Background: an optimization exercise with open tools, aiming at small area and few clock cycles. Do not read the settings as production practice. Function was checked by simulation only, so behaviour that the tests miss may differ from the original. Power is estimated from default activity; no workload was simulated.

==> run a: inputs <==
## bluetree4
module bluetree4(
  input          CLK,
  input          RST_N,
  input  [197:0] p0_req,
  input          p0_req_en,
  output         p0_req_rdy,
  output [174:0] p0_resp,
  output         p0_resp_valid,
  input  [197:0] p1_req,
  input          p1_req_en,
  output         p1_req_rdy,
  output [174:0] p1_resp,
  output         p1_resp_valid,
  input  [197:0] p2_req,
  input          p2_req_en,
  output         p2_req_rdy,
  output [174:0] p2_resp,
  output         p2_resp_valid,
  input  [197:0] p3_req,
  input          p3_req_en,
  output         p3_req_rdy,
  output [174:0] p3_resp,
  output         p3_resp_valid,
  output [197:0] mem_req,
  output         mem_req_valid,
  input          mem_req_deq,
  input  [174:0] mem_resp,
  input          mem_resp_en
);
  reg [197:0] slot0, slot1, slot2, slot3;
  reg [3:0]   full;       
  reg [3:0]   sel;        
  reg         out_v;      
  reg [3:0]   last;       
  wire [3:0] en = {p3_req_en, p2_req_en, p1_req_en, p0_req_en};
  always @(posedge CLK) begin
    if (!full[0]) slot0 <= p0_req;
    if (!full[1]) slot1 <= p1_req;
    if (!full[2]) slot2 <= p2_req;
    if (!full[3]) slot3 <= p3_req;
  end
  wire       taken  = out_v & mem_req_deq;
  ...
==> module bluetree4, before the edit <==
module bluetree4(
  input          CLK,
  input          RST_N,
  input  [197:0] p0_req,
  input          p0_req_en,
  output         p0_req_rdy,
  output [174:0] p0_resp,
  output         p0_resp_valid,
  input  [197:0] p1_req,
  input          p1_req_en,
  output         p1_req_rdy,
  output [174:0] p1_resp,
  output         p1_resp_valid,
  input  [197:0] p2_req,
  input          p2_req_en,
  output         p2_req_rdy,
  output [174:0] p2_resp,
  output         p2_resp_valid,
  input  [197:0] p3_req,
  input          p3_req_en,
  output         p3_req_rdy,
  output [174:0] p3_resp,
  output         p3_resp_valid,
  output [197:0] mem_req,
  output         mem_req_valid,
  input          mem_req_deq,
  input  [174:0] mem_resp,
  input          mem_resp_en
);
  reg [197:0] slot0, slot1, slot2, slot3;
  reg [3:0]   full;       
  reg [3:0]   sel;        
  reg         out_v;      
  reg [3:0]   last;       
  wire [3:0] en = {p3_req_en, p2_req_en, p1_req_en, p0_req_en};
  always @(posedge CLK) begin
    if (!full[0]) slot0 <= p0_req;
    if (!full[1]) slot1 <= p1_req;
    if (!full[2]) slot2 <= p2_req;
    if (!full[3]) slot3 <= p3_req;
  end
  wire       taken  = out_v & mem_req_deq;
  wire [3:0] full_n = (full & ~(sel & {4{taken}})) | en;
  wire       hold   = out_v & ~mem_req_deq;
  wire [7:0] dbl  = {full_n, full_n};
  reg  [3:0] pick;
  always @(*) begin
    pick = 4'b0000;
    case (1'b1)
      last[0]: pick = dbl[1] ? 4'b0010 : dbl[2] ? 4'b0100 : dbl[3] ? 4'b1000 : dbl[4] ? 4'b0001 : 4'b0000;
      last[1]: pick = dbl[2] ? 4'b0100 : dbl[3] ? 4'b1000 : dbl[4] ? 4'b0001 : dbl[5] ? 4'b0010 : 4'b0000;
      last[2]: pick = dbl[3] ? 4'b1000 : dbl[4] ? 4'b0001 : dbl[5] ? 4'b0010 : dbl[6] ? 4'b0100 : 4'b0000;
      default: pick = dbl[4] ? 4'b0001 : dbl[5] ? 4'b0010 : dbl[6] ? 4'b0100 : dbl[7] ? 4'b1000 : 4'b0000;
    endcase
  end
  always @(posedge CLK) begin
    if (!RST_N) begin
      full  <= 4'b0000;
      out_v <= 1'b0;
      sel   <= 4'b0000;
      last  <= 4'b0001;
    end else begin
      full <= full_n;
      if (!hold) begin
        sel   <= pick;
        out_v <= |full_n;
        if (|full_n) last <= pick;
      end
    end
  end
  assign p0_req_rdy = ~full[0];
  assign p1_req_rdy = ~full[1];
  assign p2_req_rdy = ~full[2];
  assign p3_req_rdy = ~full[3];
  wire [197:0] m = ({198{sel[0]}} & slot0) | ({198{sel[1]}} & slot1) |
                   ({198{sel[2]}} & slot2) | ({198{sel[3]}} & slot3);
  wire       pb0 = sel[1] | sel[3];
  wire       pb1 = sel[2] | sel[3];
  wire [7:0] id  = m[15:8];
  wire       bc  = (&id[6:0]) & (id[7] | pb0);
  assign mem_req       = {m[197:16], bc ? 8'hFF : {id[5:0], pb0, pb1}, m[7:0]};
  assign mem_req_valid = out_v;
  reg [174:0] rsp;
  reg [3:0]   rv;
  wire [7:0] rid  = mem_resp[7:0];
  wire       rbc  = &rid;
  wire [1:0] rdst = {rid[0], rid[1]};    
  always @(posedge CLK) begin
    rsp <= {mem_resp[174:8], rbc ? 8'hFF : {2'b00, rid[7:2]}};
    if (!RST_N) rv <= 4'b0000;
    else if (!mem_resp_en) rv <= 4'b0000;
    else if (rbc) rv <= 4'b1111;
    else rv <= 4'b0001 << rdst;
  end
  assign p0_resp = rsp;
  assign p1_resp = rsp;
  assign p2_resp = rsp;
  assign p3_resp = rsp;
  assign {p3_resp_valid, p2_resp_valid, p1_resp_valid, p0_resp_valid} = rv;
endmodule
Settings: LEC_CHECK=0, CAP_MARGIN=20, CORE_AREA=10 10 630 630, DIE_AREA=0 0 640 640, SLEW_MARGIN=20; clock period 5.0 ns.
run.sh (not shown) runs the stock make flow with config.mk's settings and CLKGATE_MAP_FILE= SYNTH_SCRIPT=/design/flow/synth_recipe.tcl, a recipe that flattens the netlist after the stock synthesis.
==> run b: changes against run a <==
--- a/flow/design.v
+++ b/flow/design.v
@@ -31,7 +31,6 @@
   reg [3:0]   full;       
   reg [3:0]   sel;        
   reg         out_v;      
-  reg [3:0]   last;       
   wire [3:0] en = {p3_req_en, p2_req_en, p1_req_en, p0_req_en};
   always @(posedge CLK) begin
     if (!full[0]) slot0 <= p0_req;
@@ -42,30 +41,41 @@
   wire       taken  = out_v & mem_req_deq;
   wire [3:0] full_n = (full & ~(sel & {4{taken}})) | en;
   wire       hold   = out_v & ~mem_req_deq;
-  wire [7:0] dbl  = {full_n, full_n};
+  reg  [2:0] d0, d1, d2, d3;
+  wire [2:0] d [0:3];
+  assign d[0] = d0; assign d[1] = d1; assign d[2] = d2; assign d[3] = d3;
   reg  [3:0] pick;
+  integer i, j;
   always @(*) begin
-    pick = 4'b0000;
-    case (1'b1)
-      last[0]: pick = dbl[1] ? 4'b0010 : dbl[2] ? 4'b0100 : dbl[3] ? 4'b1000 : dbl[4] ? 4'b0001 : 4'b0000;
-      last[1]: pick = dbl[2] ? 4'b0100 : dbl[3] ? 4'b1000 : dbl[4] ? 4'b0001 : dbl[5] ? 4'b0010 : 4'b0000;
-      last[2]: pick = dbl[3] ? 4'b1000 : dbl[4] ? 4'b0001 : dbl[5] ? 4'b0010 : dbl[6] ? 4'b0100 : 4'b0000;
-      default: pick = dbl[4] ? 4'b0001 : dbl[5] ? 4'b0010 : dbl[6] ? 4'b0100 : dbl[7] ? 4'b1000 : 4'b0000;
-    endcase
+    for (i = 0; i < 4; i = i + 1) begin
+      pick[i] = full_n[i];
+      for (j = 0; j < 4; j = j + 1)
+        if (j < i && full_n[j] && !(d[i] <  d[j])) pick[i] = 1'b0;
+        else if (j > i && full_n[j] && !(d[i] <= d[j])) pick[i] = 1'b0;
+    end
   end
+  wire [3:0] served = sel & {4{taken}};
+  wire [3:0] zero   = {d3 == 3'd0, d2 == 3'd0, d1 == 3'd0, d0 == 3'd0};
+  wire [3:0] top    = {d3 == 3'd7, d2 == 3'd7, d1 == 3'd7, d0 == 3'd7};
+  wire       dec    = |(served & zero) && ((zero & ~served) == 4'b0000);
+  wire [3:0] up     = served & ~top & {4{~dec}};
+  wire [3:0] down   = ~served & {4{dec}};
   always @(posedge CLK) begin
     if (!RST_N) begin
       full  <= 4'b0000;
       out_v <= 1'b0;
       sel   <= 4'b0000;
-      last  <= 4'b0001;
+      d0 <= 3'd0; d1 <= 3'd0; d2 <= 3'd0; d3 <= 3'd0;
     end else begin
       full <= full_n;
       if (!hold) begin
         sel   <= pick;
         out_v <= |full_n;
-        if (|full_n) last <= pick;
       end
+      if (up[0]) d0 <= d0 + 3'd1; else if (down[0]) d0 <= d0 - 3'd1;
+      if (up[1]) d1 <= d1 + 3'd1; else if (down[1]) d1 <= d1 - 3'd1;
+      if (up[2]) d2 <= d2 + 3'd1; else if (down[2]) d2 <= d2 - 3'd1;
+      if (up[3]) d3 <= d3 + 3'd1; else if (down[3]) d3 <= d3 - 3'd1;
     end
   end
   assign p0_req_rdy = ~full[0];
==> flow/flow/run.sh (new file) <==
#!/bin/bash
# The standard layout, with two changes: the port buffers that global
# placement inserts are the smallest buffer (buf_1) instead of the one
# buffer_ports picks, and clock tree synthesis inserts no dummy loads.
set -euo pipefail
export BUFFER_PORTS_ARGS="-buffer_cell sky130_fd_sc_hd__buf_1"
export CTS_ARGS="-sink_clustering_enable -repair_clock_nets -sink_clustering_size 24 -sink_clustering_max_diameter 115 -dont_use_dummy_load"
bash standard.sh finish > standard_flow.log 2>&1
==> flow/standard.sh (new file) <==
#!/bin/bash
# synth_recipe.tcl (not shown) runs the flow's synth.tcl, then flattens the netlist and writes it again
# the make line also repeats each setting of config.mk as NAME=value (left out here)
make -C /OpenROAD-flow-scripts/flow DESIGN_CONFIG=/design/flow/config.mk WORK_HOME=/design/flow/orfs CLKGATE_MAP_FILE= SYNTH_SCRIPT=/design/flow/synth_recipe.tcl "${@:-finish}"
--- a/flow/config.mk
+++ b/flow/config.mk
@@ -6,6 +6,8 @@
 export NUM_CORES = 4
 export LEC_CHECK = 0
 export CAP_MARGIN = 20
-export CORE_AREA = 10 10 630 630
-export DIE_AREA = 0 0 640 640
+export CORE_AREA = 10 10 530 530
+export CTS_CLUSTER_DIAMETER = 115
+export CTS_CLUSTER_SIZE = 24
+export DIE_AREA = 0 0 540 540
 export SLEW_MARGIN = 20
removed: flow/run.sh
==> run c: changes against run a <==
--- a/flow/design.v
+++ b/flow/design.v
@@ -31,7 +31,6 @@
   reg [3:0]   full;       
   reg [3:0]   sel;        
   reg         out_v;      
-  reg [3:0]   last;       
   wire [3:0] en = {p3_req_en, p2_req_en, p1_req_en, p0_req_en};
   always @(posedge CLK) begin
     if (!full[0]) slot0 <= p0_req;
@@ -42,30 +41,42 @@
   wire       taken  = out_v & mem_req_deq;
   wire [3:0] full_n = (full & ~(sel & {4{taken}})) | en;
   wire       hold   = out_v & ~mem_req_deq;
-  wire [7:0] dbl  = {full_n, full_n};
+  reg [2:0] d0, d1, d2, d3;
+  wire [2:0] dd [0:3];
+  assign dd[0] = d0; assign dd[1] = d1; assign dd[2] = d2; assign dd[3] = d3;
   reg  [3:0] pick;
+  integer i, j;
   always @(*) begin
-    pick = 4'b0000;
-    case (1'b1)
-      last[0]: pick = dbl[1] ? 4'b0010 : dbl[2] ? 4'b0100 : dbl[3] ? 4'b1000 : dbl[4] ? 4'b0001 : 4'b0000;
-      last[1]: pick = dbl[2] ? 4'b0100 : dbl[3] ? 4'b1000 : dbl[4] ? 4'b0001 : dbl[5] ? 4'b0010 : 4'b0000;
-      last[2]: pick = dbl[3] ? 4'b1000 : dbl[4] ? 4'b0001 : dbl[5] ? 4'b0010 : dbl[6] ? 4'b0100 : 4'b0000;
-      default: pick = dbl[4] ? 4'b0001 : dbl[5] ? 4'b0010 : dbl[6] ? 4'b0100 : dbl[7] ? 4'b1000 : 4'b0000;
-    endcase
+    for (i = 0; i < 4; i = i + 1) begin
+      pick[i] = full_n[i];
+      for (j = 0; j < 4; j = j + 1)
+        if (j < i && full_n[j] && !(dd[i] <  dd[j])) pick[i] = 1'b0;
+        else if (j > i && full_n[j] && !(dd[i] <= dd[j])) pick[i] = 1'b0;
+    end
   end
+  wire [3:0] served = sel & {4{taken}};
+  wire       at_max = |(served & {d3 == 3'd7, d2 == 3'd7, d1 == 3'd7, d0 == 3'd7});
+  wire [2:0] u0 = served[0] ? (at_max ? d0 : d0 + 3'd1) : (at_max && d0 != 3'd0) ? d0 - 3'd1 : d0;
+  wire [2:0] u1 = served[1] ? (at_max ? d1 : d1 + 3'd1) : (at_max && d1 != 3'd0) ? d1 - 3'd1 : d1;
+  wire [2:0] u2 = served[2] ? (at_max ? d2 : d2 + 3'd1) : (at_max && d2 != 3'd0) ? d2 - 3'd1 : d2;
+  wire [2:0] u3 = served[3] ? (at_max ? d3 : d3 + 3'd1) : (at_max && d3 != 3'd0) ? d3 - 3'd1 : d3;
+  wire       all_nz = (u0 != 3'd0) && (u1 != 3'd0) && (u2 != 3'd0) && (u3 != 3'd0);
   always @(posedge CLK) begin
     if (!RST_N) begin
       full  <= 4'b0000;
       out_v <= 1'b0;
       sel   <= 4'b0000;
-      last  <= 4'b0001;
+      d0 <= 3'd0; d1 <= 3'd0; d2 <= 3'd0; d3 <= 3'd0;
     end else begin
       full <= full_n;
       if (!hold) begin
         sel   <= pick;
         out_v <= |full_n;
-        if (|full_n) last <= pick;
       end
+      d0 <= all_nz ? u0 - 3'd1 : u0;
+      d1 <= all_nz ? u1 - 3'd1 : u1;
+      d2 <= all_nz ? u2 - 3'd1 : u2;
+      d3 <= all_nz ? u3 - 3'd1 : u3;
     end
   end
   assign p0_req_rdy = ~full[0];
==> flow/flow/run.sh (new file) <==
#!/bin/bash
# The standard layout, with the port buffers that global placement inserts
# made the smallest buffer (buf_1) instead of the one buffer_ports picks.
set -euo pipefail
export BUFFER_PORTS_ARGS="-buffer_cell sky130_fd_sc_hd__buf_1"
bash standard.sh finish > standard_flow.log 2>&1
==> flow/standard.sh (new file) <==
#!/bin/bash
# synth_recipe.tcl (not shown) runs the flow's synth.tcl, then flattens the netlist and writes it again
# the make line also repeats each setting of config.mk as NAME=value (left out here)
make -C /OpenROAD-flow-scripts/flow DESIGN_CONFIG=/design/flow/config.mk WORK_HOME=/design/flow/orfs CLKGATE_MAP_FILE= SYNTH_SCRIPT=/design/flow/synth_recipe.tcl "${@:-finish}"
--- a/flow/config.mk
+++ b/flow/config.mk
@@ -6,6 +6,8 @@
 export NUM_CORES = 4
 export LEC_CHECK = 0
 export CAP_MARGIN = 20
-export CORE_AREA = 10 10 630 630
-export DIE_AREA = 0 0 640 640
+export CORE_AREA = 10 10 530 530
+export CTS_CLUSTER_DIAMETER = 100
+export CTS_CLUSTER_SIZE = 20
+export DIE_AREA = 0 0 540 540
 export SLEW_MARGIN = 20
removed: flow/run.sh
==> run d: changes against run a <==
--- a/flow/design.v
+++ b/flow/design.v
@@ -31,7 +31,6 @@
   reg [3:0]   full;       
   reg [3:0]   sel;        
   reg         out_v;      
-  reg [3:0]   last;       
   wire [3:0] en = {p3_req_en, p2_req_en, p1_req_en, p0_req_en};
   always @(posedge CLK) begin
     if (!full[0]) slot0 <= p0_req;
@@ -42,30 +41,42 @@
   wire       taken  = out_v & mem_req_deq;
   wire [3:0] full_n = (full & ~(sel & {4{taken}})) | en;
   wire       hold   = out_v & ~mem_req_deq;
-  wire [7:0] dbl  = {full_n, full_n};
+  reg [2:0] d0, d1, d2, d3;
+  wire [2:0] dd [0:3];
+  assign dd[0] = d0; assign dd[1] = d1; assign dd[2] = d2; assign dd[3] = d3;
   reg  [3:0] pick;
+  integer i, j;
   always @(*) begin
-    pick = 4'b0000;
-    case (1'b1)
-      last[0]: pick = dbl[1] ? 4'b0010 : dbl[2] ? 4'b0100 : dbl[3] ? 4'b1000 : dbl[4] ? 4'b0001 : 4'b0000;
-      last[1]: pick = dbl[2] ? 4'b0100 : dbl[3] ? 4'b1000 : dbl[4] ? 4'b0001 : dbl[5] ? 4'b0010 : 4'b0000;
-      last[2]: pick = dbl[3] ? 4'b1000 : dbl[4] ? 4'b0001 : dbl[5] ? 4'b0010 : dbl[6] ? 4'b0100 : 4'b0000;
-      default: pick = dbl[4] ? 4'b0001 : dbl[5] ? 4'b0010 : dbl[6] ? 4'b0100 : dbl[7] ? 4'b1000 : 4'b0000;
-    endcase
+    for (i = 0; i < 4; i = i + 1) begin
+      pick[i] = full_n[i];
+      for (j = 0; j < 4; j = j + 1)
+        if (j < i && full_n[j] && !(dd[i] <  dd[j])) pick[i] = 1'b0;
+        else if (j > i && full_n[j] && !(dd[i] <= dd[j])) pick[i] = 1'b0;
+    end
   end
+  wire [3:0] served = sel & {4{taken}};
+  wire       at_max = |(served & {d3 == 3'd7, d2 == 3'd7, d1 == 3'd7, d0 == 3'd7});
+  wire [2:0] u0 = served[0] ? (at_max ? d0 : d0 + 3'd1) : (at_max && d0 != 3'd0) ? d0 - 3'd1 : d0;
+  wire [2:0] u1 = served[1] ? (at_max ? d1 : d1 + 3'd1) : (at_max && d1 != 3'd0) ? d1 - 3'd1 : d1;
+  wire [2:0] u2 = served[2] ? (at_max ? d2 : d2 + 3'd1) : (at_max && d2 != 3'd0) ? d2 - 3'd1 : d2;
+  wire [2:0] u3 = served[3] ? (at_max ? d3 : d3 + 3'd1) : (at_max && d3 != 3'd0) ? d3 - 3'd1 : d3;
+  wire       all_nz = (u0 != 3'd0) && (u1 != 3'd0) && (u2 != 3'd0) && (u3 != 3'd0);
   always @(posedge CLK) begin
     if (!RST_N) begin
       full  <= 4'b0000;
       out_v <= 1'b0;
       sel   <= 4'b0000;
-      last  <= 4'b0001;
+      d0 <= 3'd0; d1 <= 3'd0; d2 <= 3'd0; d3 <= 3'd0;
     end else begin
       full <= full_n;
       if (!hold) begin
         sel   <= pick;
         out_v <= |full_n;
-        if (|full_n) last <= pick;
       end
+      d0 <= all_nz ? u0 - 3'd1 : u0;
+      d1 <= all_nz ? u1 - 3'd1 : u1;
+      d2 <= all_nz ? u2 - 3'd1 : u2;
+      d3 <= all_nz ? u3 - 3'd1 : u3;
     end
   end
   assign p0_req_rdy = ~full[0];
==> flow/flow/run.sh (new file) <==
#!/bin/bash
# The standard layout, with the port buffers that global placement inserts
# made the smallest buffer (buf_1) instead of the one buffer_ports picks.
set -euo pipefail
export BUFFER_PORTS_ARGS="-buffer_cell sky130_fd_sc_hd__buf_1"
bash standard.sh finish > standard_flow.log 2>&1
==> flow/standard.sh (new file) <==
#!/bin/bash
# synth_recipe.tcl (not shown) runs the flow's synth.tcl, then flattens the netlist and writes it again
# the make line also repeats each setting of config.mk as NAME=value (left out here)
make -C /OpenROAD-flow-scripts/flow DESIGN_CONFIG=/design/flow/config.mk WORK_HOME=/design/flow/orfs CLKGATE_MAP_FILE= SYNTH_SCRIPT=/design/flow/synth_recipe.tcl "${@:-finish}"
removed: flow/run.sh
==> notes <==
- In run a the die area is larger than in run c, by about 40%.
- The highest cell area belongs to run a, the lowest to run b.
- First-iteration DRC count, highest first: run b, run c, run d, run a.
- In critical path depth, run b and run a do not differ.
- The lowest core utilization belongs to run d, the highest to run c.
==> figures <==
|  | run a | run c | run d | run b |
|---|---|---|---|---|
| Die width | 640 µm | 540 µm | 640 µm | 540 µm |
| Reg2reg end | slot3[58] | d1[2] | d1[1] | d3[2] |
| Insertion delay of the later-clocked pin in the worst-skew pair | 0.92 ns | 0.75 ns | 0.94 ns | 0.78 ns |
| Clk pwr share | 41.1% | 35.3% | 42.6% | 26.8% |
| Result of the run | timing/DRC/antenna clean | timing/DRC/antenna clean | timing/DRC/antenna clean | timing/DRC/antenna clean |
| Xor/xnor cell area share of the yosys netlist | 0% | 0.3313% | 0.3313% | 0.1894% |
| Worst hold path stage count | 2 | 1 | 1 | 1 |
| Post-synthesis mux area share | 0% | 0.2054% | 0.2054% | 0.2165% |
| Simple-gate portion of the synthesized area | 2.759% | 3.449% | 3.449% | 3.146% |
| Top achievable clock speed | 214.2 MHz | 234.3 MHz | 219.0 MHz | 233.1 MHz |
| Post-layout min period | 4.668 ns | 4.267 ns | 4.566 ns | 4.291 ns |
| CTS H-tree lvls | 3 | 3 | 3 | 2 |
Testbench counts of run a, summed over its fixed seeds: cycles 5,489.
Testbench counts of run b, summed over its fixed seeds: cycles 5,279.
Testbench counts of run c, summed over its fixed seeds: cycles 5,279.
Testbench counts of run d, summed over its fixed seeds: cycles 5,279.

## re-timing with driven ports
The results above use ideal ports. As a check the final layouts listed here were re-extracted and re-timed, cells and wires unchanged.
Step 1 (the two cells are an assumption about what drives the block):
set clk [get_ports {CLK}]
set_driving_cell -lib_cell sky130_fd_sc_hd__clkbuf_16 $clk
set_driving_cell -lib_cell sky130_fd_sc_hd__buf_2 [delete_from_list [all_inputs] $clk]
Step 2, shift: input delay + t, output delay - t, t = (earliest + latest rising clock arrival at the registers) / 2. This alone moves slack from input paths to output paths.
Slacks: ideal ports / drivers / drivers and shift; pairs: ideal ports / drivers.
| run | t (ns) | slack for setup (ns) | latest minus earliest clock arrival (ns) |
|---|---|---|---|
| run a | 0.944 | 0.332 / 0.246 / 1.191 | 0.133 / 0.133 |
| run b | 0.814 | 0.709 / 0.609 / 1.422 | 0.137 / 0.137 |
| run c | 0.829 | 0.733 / 0.630 / 1.259 | 0.063 / 0.063 |
| run d | 0.950 | 0.434 / 0.349 / 1.127 | 0.146 / 0.146 |
After both steps every run listed still meets setup and hold.
